Source: an optimization exercise on an open RTL-to-GDS flow (aim: small area). Production flows keep margins and buffers that such runs may drop. Function was checked by simulation only, so behaviour that the tests miss may differ from the original. Power and IR drop assume default switching activity.

==> branch willow: inputs <==
==> flow/design.v <==
module epl_Row_Decode_sub (
           input  wire [3:0]  pA_i,
           input  wire        pWrite_i,
           output wire [15:0] pSel_o,
           output wire [15:0] pWe_o
       );
wire [3:0] pLo_w = 4'b0001 << pA_i[1:0];
wire [3:0] pHi_w = 4'b0001 << pA_i[3:2];
wire [3:0] pHiW_w = pHi_w & {4{pWrite_i}};
genvar gi;
generate
    for (gi = 0; gi < 16; gi = gi + 1)
    begin : g_dec
        assign pSel_o[gi] = pHi_w[gi / 4]  & pLo_w[gi % 4];
        assign pWe_o[gi]  = pHiW_w[gi / 4] & pLo_w[gi % 4];
    end
endgenerate
endmodule
module epl_Column_Access_sub (
           input  wire [2:0] pS_i,
           input  wire [2:0] pD_i,
           output wire       pYn_o
       );
assign pYn_o = ~|(pS_i & pD_i);
endmodule
module epl_Read_Mux_sub (
           input  wire [15:0] pSel_i,
           input  wire [15:0] pD_i,
           output wire        pQ_o
       );
wire [5:0] pGrpN_w;
genvar gi;
generate
    for (gi = 0; gi < 5; gi = gi + 1)
    begin : g_grp
        epl_Column_Access_sub AOI_s (
                                  .pS_i(pSel_i[3*gi +: 3]),
                                  .pD_i(pD_i[3*gi +: 3]),
                                  .pYn_o(pGrpN_w[gi])
                              );
    end
endgenerate
assign pGrpN_w[5] = ~(pSel_i[15] & pD_i[15]);
assign pQ_o = ~&pGrpN_w;
endmodule
module epl_FFRAM02_top_fi (
           input  wire [4-1 :0] pA_i,
           input  wire [1-1:0]       pFS_i,
           input  wire [4-1:0]  pD_i,
           input  wire                    pCLOCK_i,
           input  wire                    nRESET_i,
           input  wire                    nCEN_i,
           input  wire                    nWEN_i,
           output reg  [4-1:0]  pQ_o,
           output reg                     pERR_o,
           output wire [6:0]              pCcodeword1_o
       );
wire pWrite_w = ~nCEN_i & ~nWEN_i;
wire pRead_w  = ~nCEN_i &  nWEN_i;
wire pWrFail_w = pFS_i[0] & (pA_i[3:1] == 3'b010);
wire pRdHit_w  = pFS_i[0] & (pA_i[3:1] == 3'b001);
reg [3:0]  pMem_r [0:15];
reg [15:0] pOk_r;
wire [15:0] pSel_w, pWe_w;
epl_Row_Decode_sub RD_s (
                       .pA_i    (pA_i),
                       .pWrite_i(pWrite_w),
                       .pSel_o  (pSel_w),
                       .pWe_o   (pWe_w)
                   );
genvar gi;
generate
    for (gi = 0; gi < 16; gi = gi + 1)
    begin : g_word
        always @(posedge pCLOCK_i)
        begin
            if (pWe_w[gi])
                pMem_r[gi] <= pD_i;
        end
        always @(posedge pCLOCK_i or negedge nRESET_i)
        begin
            if (!nRESET_i)
                pOk_r[gi] <= 1'b0;
            else if (pWe_w[gi])
                pOk_r[gi] <= ((gi == 4) || (gi == 5)) ? ~pFS_i[0] : 1'b1;
        end
    end
endgenerate
reg        pV1_r, pV2_r, pV3_r;
reg [4:0]  pS1_r, pS2_r, pS3_r;      
reg        pDist_r;
always @(posedge pCLOCK_i or negedge nRESET_i)
begin
    if (!nRESET_i)
    begin
        pV1_r <= 1'b0;
        pV2_r <= 1'b0;
        pV3_r <= 1'b0;
    end
    else
    begin
        pV1_r <= pRead_w;
        pV2_r <= pV1_r;
        pV3_r <= pV2_r;
    end
end
wire [4:0] pRd_w;
generate
    for (gi = 0; gi < 5; gi = gi + 1)
    begin : g_rd
        wire [15:0] pCol_w;
        genvar gw;
        for (gw = 0; gw < 16; gw = gw + 1)
        begin : g_col
            if (gi == 4)
                assign pCol_w[gw] = pOk_r[gw];
            else
                assign pCol_w[gw] = pMem_r[gw][gi];
        end
        epl_Read_Mux_sub RM_s (
                             .pSel_i(pSel_w),
                             .pD_i  (pCol_w),
                             .pQ_o  (pRd_w[gi])
                         );
    end
endgenerate
always @(posedge pCLOCK_i)
begin
    pS1_r <= pRd_w;
    pS2_r <= pS1_r;
    pS3_r <= pS2_r;
end
always @(posedge pCLOCK_i or negedge nRESET_i)
begin
    if (!nRESET_i)
        pDist_r <= 1'b0;
    else if (pRead_w)
        pDist_r <= pRdHit_w;
    else if (pV3_r)
        pDist_r <= 1'b0;
end
always @(posedge pCLOCK_i or negedge nRESET_i)
begin
    if (!nRESET_i)
    begin
        pQ_o   <= 4'b0;
        pERR_o <= 1'b0;
    end
    else if (!pV3_r)
    begin
        pQ_o   <= 4'b0;
        pERR_o <= 1'b0;
    end
    else if (pS3_r[4])
    begin
        pQ_o   <= pS3_r[3:0];
        pERR_o <= pDist_r;
    end
    else
    begin
        pQ_o   <= pDist_r ? 4'b0100 : 4'b1000;
        pERR_o <= 1'b1;
    end
end
reg       pW1_r;
reg [3:0] pWd_r;
always @(posedge pCLOCK_i or negedge nRESET_i)
begin
    if (!nRESET_i)
        pW1_r <= 1'b0;
    else
        pW1_r <= pWrite_w;
end
always @(posedge pCLOCK_i)
    pWd_r <= pD_i;
assign pCcodeword1_o = {7{pW1_r}} & {pWd_r[3], pWd_r[2], pWd_r[1],
                                      ~(pWd_r[1] ^ pWd_r[2] ^ pWd_r[3]),
                                      pWd_r[0],
                                      ~(pWd_r[0] ^ pWd_r[2] ^ pWd_r[3]),
                                      ~(pWd_r[0] ^ pWd_r[1] ^ pWd_r[3])};
endmodule
==> flow/flow/run.sh <==
#!/bin/bash
# Standard ORFS layout with two changes:
#  - port buffers use the smallest buffer cell (every port still gets one);
#  - clock tree synthesis inserts no dummy loads.
set -euo pipefail
export BUFFER_PORTS_ARGS="-buffer_cell sky130_fd_sc_hd__buf_1"
export CTS_ARGS="-sink_clustering_enable -repair_clock_nets -dont_use_dummy_load -buf_list sky130_fd_sc_hd__clkbuf_8 -sink_clustering_size 20 -sink_clustering_max_diameter 200"
bash standard.sh > standard_flow.log 2>&1
==> flow/standard.sh <==
#!/bin/bash
# synth_recipe.tcl (not shown) runs the flow's synth.tcl, then flattens the netlist and writes it again
# the make line also repeats each setting of config.mk as NAME=value (left out here)
make -C /OpenROAD-flow-scripts/flow DESIGN_CONFIG=/design/flow/config.mk WORK_HOME=/design/flow/orfs CLKGATE_MAP_FILE= SYNTH_SCRIPT=/design/flow/synth_recipe.tcl "${@:-finish}"
==> flow/config.mk <==
export PLATFORM = sky130hd
export DESIGN_NAME = epl_FFRAM02_top_fi
export DESIGN_NICKNAME = epl_FFRAM02_top_fi
export VERILOG_FILES = /design/flow/design.v
export SDC_FILE = /design/flow/constraint.sdc
export NUM_CORES = 4
export LEC_CHECK = 0
export CAP_MARGIN = 20
export CORE_MARGIN = 2
export CORE_UTILIZATION = 40
export SLEW_MARGIN = 20
export SYNTH_HIERARCHICAL = 1
export SYNTH_MINIMUM_KEEP_SIZE = 0
==> flow/constraint.sdc <==
create_clock -name core_clock -period 4.0 [get_ports {pCLOCK_i}]
set_input_delay 0.8000 -clock core_clock [delete_from_list [all_inputs] [get_ports {pCLOCK_i}]]
set_output_delay 0.8000 -clock core_clock [all_outputs]
set_load 0.01 [all_outputs]
==> inputs of branch cedar, as changes to branch willow <==
==> flow/design.v, changed modules only <==
module epl_Row_Decode_sub (
           input  wire [3:0]  pA_i,
           input  wire        pRead_i,
           input  wire        pWrite_i,
           output wire [15:0] pSel_o,
           output wire [15:0] pWe_o
       );
wire [3:0] pLo_w  = 4'b0001 << pA_i[1:0];
wire [3:0] pHi_w  = 4'b0001 << pA_i[3:2];
wire [3:0] pHiR_w = pHi_w & {4{pRead_i}};
wire [3:0] pHiW_w = pHi_w & {4{pWrite_i}};
genvar gi;
generate
    for (gi = 0; gi < 16; gi = gi + 1)
    begin : g_dec
        assign pSel_o[gi] = pHiR_w[gi / 4] & pLo_w[gi % 4];
        assign pWe_o[gi]  = pHiW_w[gi / 4] & pLo_w[gi % 4];
    end
endgenerate
endmodule
module epl_Column_Decode_sub (
           input  wire [15:0] pSel_i,
           input  wire [15:0] pD_i,
           output wire        pQ_o
       );
wire [5:0] pGrpN_w;
genvar gi;
generate
    for (gi = 0; gi < 5; gi = gi + 1)
    begin : g_grp
        epl_Column_Access_sub AOI_s (
                                  .pS_i(pSel_i[3*gi +: 3]),
                                  .pD_i(pD_i[3*gi +: 3]),
                                  .pYn_o(pGrpN_w[gi])
                              );
    end
endgenerate
assign pGrpN_w[5] = ~(pSel_i[15] & pD_i[15]);
assign pQ_o = ~&pGrpN_w;
endmodule
module epl_Read_Mux_sub (
           input  wire [15:0] pSel_i,
           input  wire [15:0] pD_i,
           input  wire        pWrite_i,
           input  wire        pWd_i,
           output wire        pQ_o
       );
wire [5:0] pGrpN_w;
genvar gi;
generate
    for (gi = 0; gi < 5; gi = gi + 1)
    begin : g_grp
        epl_Column_Access_sub AOI_s (
                                  .pS_i(pSel_i[3*gi +: 3]),
                                  .pD_i(pD_i[3*gi +: 3]),
                                  .pYn_o(pGrpN_w[gi])
                              );
    end
endgenerate
assign pGrpN_w[5] = ~((pSel_i[15] & pD_i[15]) | (pWrite_i & pWd_i));
assign pQ_o = ~&pGrpN_w;
endmodule
module epl_FFRAM02_top_fi (
           input  wire [4-1 :0] pA_i,
           input  wire [1-1:0]       pFS_i,
           input  wire [4-1:0]  pD_i,
           input  wire                    pCLOCK_i,
           input  wire                    nRESET_i,
           input  wire                    nCEN_i,
           input  wire                    nWEN_i,
           output reg  [4-1:0]  pQ_o,
           output reg                     pERR_o,
           output wire [6:0]              pCcodeword1_o
       );
wire pWrite_w = ~nCEN_i & ~nWEN_i;
wire pRead_w  = ~nCEN_i &  nWEN_i;
wire pRdHit_w = pFS_i[0] & (pA_i[3:1] == 3'b001);
reg [3:0]  pMem_r [0:15];
reg [15:0] pOk_r;
wire [15:0] pSel_w, pWe_w;
epl_Row_Decode_sub RD_s (
                       .pA_i    (pA_i),
                       .pRead_i (pRead_w),
                       .pWrite_i(pWrite_w),
                       .pSel_o  (pSel_w),
                       .pWe_o   (pWe_w)
                   );
genvar gi;
generate
    for (gi = 0; gi < 16; gi = gi + 1)
    begin : g_word
        always @(posedge pCLOCK_i)
        begin
            if (pWe_w[gi])
                pMem_r[gi] <= pD_i;
        end
        always @(posedge pCLOCK_i or negedge nRESET_i)
        begin
            if (!nRESET_i)
                pOk_r[gi] <= 1'b0;
            else if (pWe_w[gi])
                pOk_r[gi] <= ((gi == 4) || (gi == 5)) ? ~pFS_i[0] : 1'b1;
        end
    end
endgenerate
wire [4:0] pX_w;                     
generate
    for (gi = 0; gi < 4; gi = gi + 1)
    begin : g_rd
        wire [15:0] pCol_w;
        genvar gw;
        for (gw = 0; gw < 16; gw = gw + 1)
        begin : g_col
            assign pCol_w[gw] = pMem_r[gw][gi];
        end
        epl_Read_Mux_sub RM_s (
                             .pSel_i  (pSel_w),
                             .pD_i    (pCol_w),
                             .pWrite_i(pWrite_w),
                             .pWd_i   (pD_i[gi]),
                             .pQ_o    (pX_w[gi])
                         );
    end
endgenerate
epl_Column_Decode_sub OK_s (
                          .pSel_i(pSel_w),
                          .pD_i  (pOk_r),
                          .pQ_o  (pX_w[4])
                      );
reg        pW1_r, pV1_r, pV2_r, pV3_r;
reg [4:0]  pS1_r, pS2_r, pS3_r;      
reg        pDist_r;
always @(posedge pCLOCK_i or negedge nRESET_i)
begin
    if (!nRESET_i)
    begin
        pW1_r <= 1'b0;
        pV1_r <= 1'b0;
        pV2_r <= 1'b0;
        pV3_r <= 1'b0;
    end
    else
    begin
        pW1_r <= pWrite_w;
        pV1_r <= pRead_w;
        pV2_r <= pV1_r;
        pV3_r <= pV2_r;
    end
end
always @(posedge pCLOCK_i)
begin
    pS1_r <= pX_w;
    pS2_r <= pS1_r;
    pS3_r <= pS2_r;
end
always @(posedge pCLOCK_i or negedge nRESET_i)
begin
    if (!nRESET_i)
        pDist_r <= 1'b0;
    else if (pRead_w)
        pDist_r <= pRdHit_w;
    else if (pV3_r)
        pDist_r <= 1'b0;
end
always @(posedge pCLOCK_i or negedge nRESET_i)
begin
    if (!nRESET_i)
    begin
        pQ_o   <= 4'b0;
        pERR_o <= 1'b0;
    end
    else if (!pV3_r)
    begin
        pQ_o   <= 4'b0;
        pERR_o <= 1'b0;
    end
    else if (pS3_r[4])
    begin
        pQ_o   <= pS3_r[3:0];
        pERR_o <= pDist_r;
    end
    else
    begin
        pQ_o   <= pDist_r ? 4'b0100 : 4'b1000;
        pERR_o <= 1'b1;
    end
end
wire [3:0] pWd_w = pS1_r[3:0];
assign pCcodeword1_o = {7{pW1_r}} & {pWd_w[3], pWd_w[2], pWd_w[1],
                                      ~(pWd_w[1] ^ pWd_w[2] ^ pWd_w[3]),
                                      pWd_w[0],
                                      ~(pWd_w[0] ^ pWd_w[2] ^ pWd_w[3]),
                                      ~(pWd_w[0] ^ pWd_w[1] ^ pWd_w[3])};
endmodule
==> flow/flow/run.sh (replaced) <==
#!/bin/bash
# Standard ORFS layout with two changes:
#  - port buffers use the smallest buffer cell (every port still gets one);
#  - clock tree synthesis inserts no dummy loads.
set -euo pipefail
export BUFFER_PORTS_ARGS="-buffer_cell sky130_fd_sc_hd__buf_1"
export CTS_ARGS="-sink_clustering_enable -repair_clock_nets -dont_use_dummy_load"
bash standard.sh > standard_flow.log 2>&1
==> inputs of branch umber, as changes to branch willow <==
==> flow/flow/run.sh (replaced) <==
#!/bin/bash
# Standard ORFS layout with two changes:
#  - port buffers use the smallest buffer cell (every port still gets one);
#  - clock tree synthesis inserts no dummy loads.
set -euo pipefail
export BUFFER_PORTS_ARGS="-buffer_cell sky130_fd_sc_hd__buf_1"
export CTS_ARGS="-sink_clustering_enable -repair_clock_nets -dont_use_dummy_load -buf_list sky130_fd_sc_hd__clkbuf_16 -sink_clustering_size 30 -sink_clustering_max_diameter 200"
bash standard.sh > standard_flow.log 2>&1
==> notes.md <==
| metric | branch umber | branch willow | branch cedar |
|---|---|---|---|
| Post-route total power | 2150 uW | 1920 uW | 1840 uW |
| CTS sink count | 109 | 109 | 105 |
| Worst slew margin relative to its limit | 43.9% | 45.3% | 42.0% |
| Power dissipated in sequential cells | 1300 uW | 1300 uW | 1240 uW |
| Final worst slack | 1.78 ns | 1.75 ns | 1.72 ns |
| Routed length on met2 | 3.74 mm | 3.75 mm | 3.49 mm |
| Start point of the worst min-delay path | pS1_r[2]$_DFF_P_ | pS1_r[2]$_DFF_P_ | pS2_r[4]$_DFF_P_ |
| Worst Path Max Fanout | 3 | 3 | 4 |
| Post-Route WL | 7.53 mm | 7.45 mm | 7.52 mm |
| Initial Util | 41.3% | 41.3% | 41.0% |
| Net switching fraction of the power | 20.2% | 21.2% | 20.9% |
| Proportion of final cell area spent on non-clock buffers | 2.29% | 2.34% | 2.56% |
| Total number of vias | 2136 | 2130 | 2143 |
| Cell count after placement | 390 | 390 | 374 |
| Worst flop-to-flop path startpoint | pMem_r[9][0]$_DFFE_PP_ | pMem_r[12][2]$_DFFE_PP_ | pMem_r[6][0]$_DFFE_PP_ |
| Outcome | timing/DRC/antenna clean | timing/DRC/antenna clean | timing/DRC/antenna clean |
| Number of global-route vias before repair | 2134 | 2123 | 2131 |
| Sum of net half-perimeters after detailed placement | 5.19 mm | 5.19 mm | 5.21 mm |
| Share of the synthesized area in the top cell type | 50.4% | 50.4% | 51.3% |
| Total clock network power | 725 uW | 507 uW | 494 uW |
| Buffers outside the clock class | 25 | 25 | 26 |
| Critical register-to-register path endpoint | pS1_r[0]$_DFF_P_ | pS1_r[2]$_DFF_P_ | pS1_r[0]$_DFF_P_ |
| Number of distinct library cell variants in the gate-level netlist after synthesis | 25 | 25 | 26 |
| Worst clock skew on the final layout | 0.0208 ns | 0.0322 ns | 0.0335 ns |
| Post-place instance area | 0.00404 sq mm | 0.00404 sq mm | 0.00398 sq mm |
| LEAKAGE | 0.00147 uW | 0.00143 uW | 0.00145 uW |
| Relative contribution of sequential cells to total power | 60.6% | 67.5% | 67.4% |

-- separate check: timing with driven ports --
How much do the figures lean on ideal ports? The routed layouts below were timed once more, with nothing changed but the port constraints.
Step 1 (the two cells are an assumption about what drives the block):
set clk [get_ports {pCLOCK_i}]
set_driving_cell -lib_cell sky130_fd_sc_hd__clkbuf_16 $clk
set_driving_cell -lib_cell sky130_fd_sc_hd__buf_2 [delete_from_list [all_inputs] $clk]
Step 2 moves the port delays by t, midway between the first and last clock arrival at a register: inputs arrive t later, outputs are due t later. That takes back most of the time a late clock gives input paths.
Slacks: ideal ports / drivers / drivers and shift; pairs: ideal ports / drivers.
run | shift t [ns] | slack for setup (ns) | worst slew at a driven data input, ns
branch willow | 0.382 | 1.752 / 1.718 / 1.460 | 0.03
branch cedar | 0.383 | 1.724 / 1.692 / 1.383 | 0.04
branch umber | 0.368 | 1.782 / 1.744 / 1.468 | 0.03
After both steps every run listed still meets setup and hold. The setup slack of branch cedar, which loses most, moves by -0.032 ns with the drivers and by -0.341 ns with both steps.
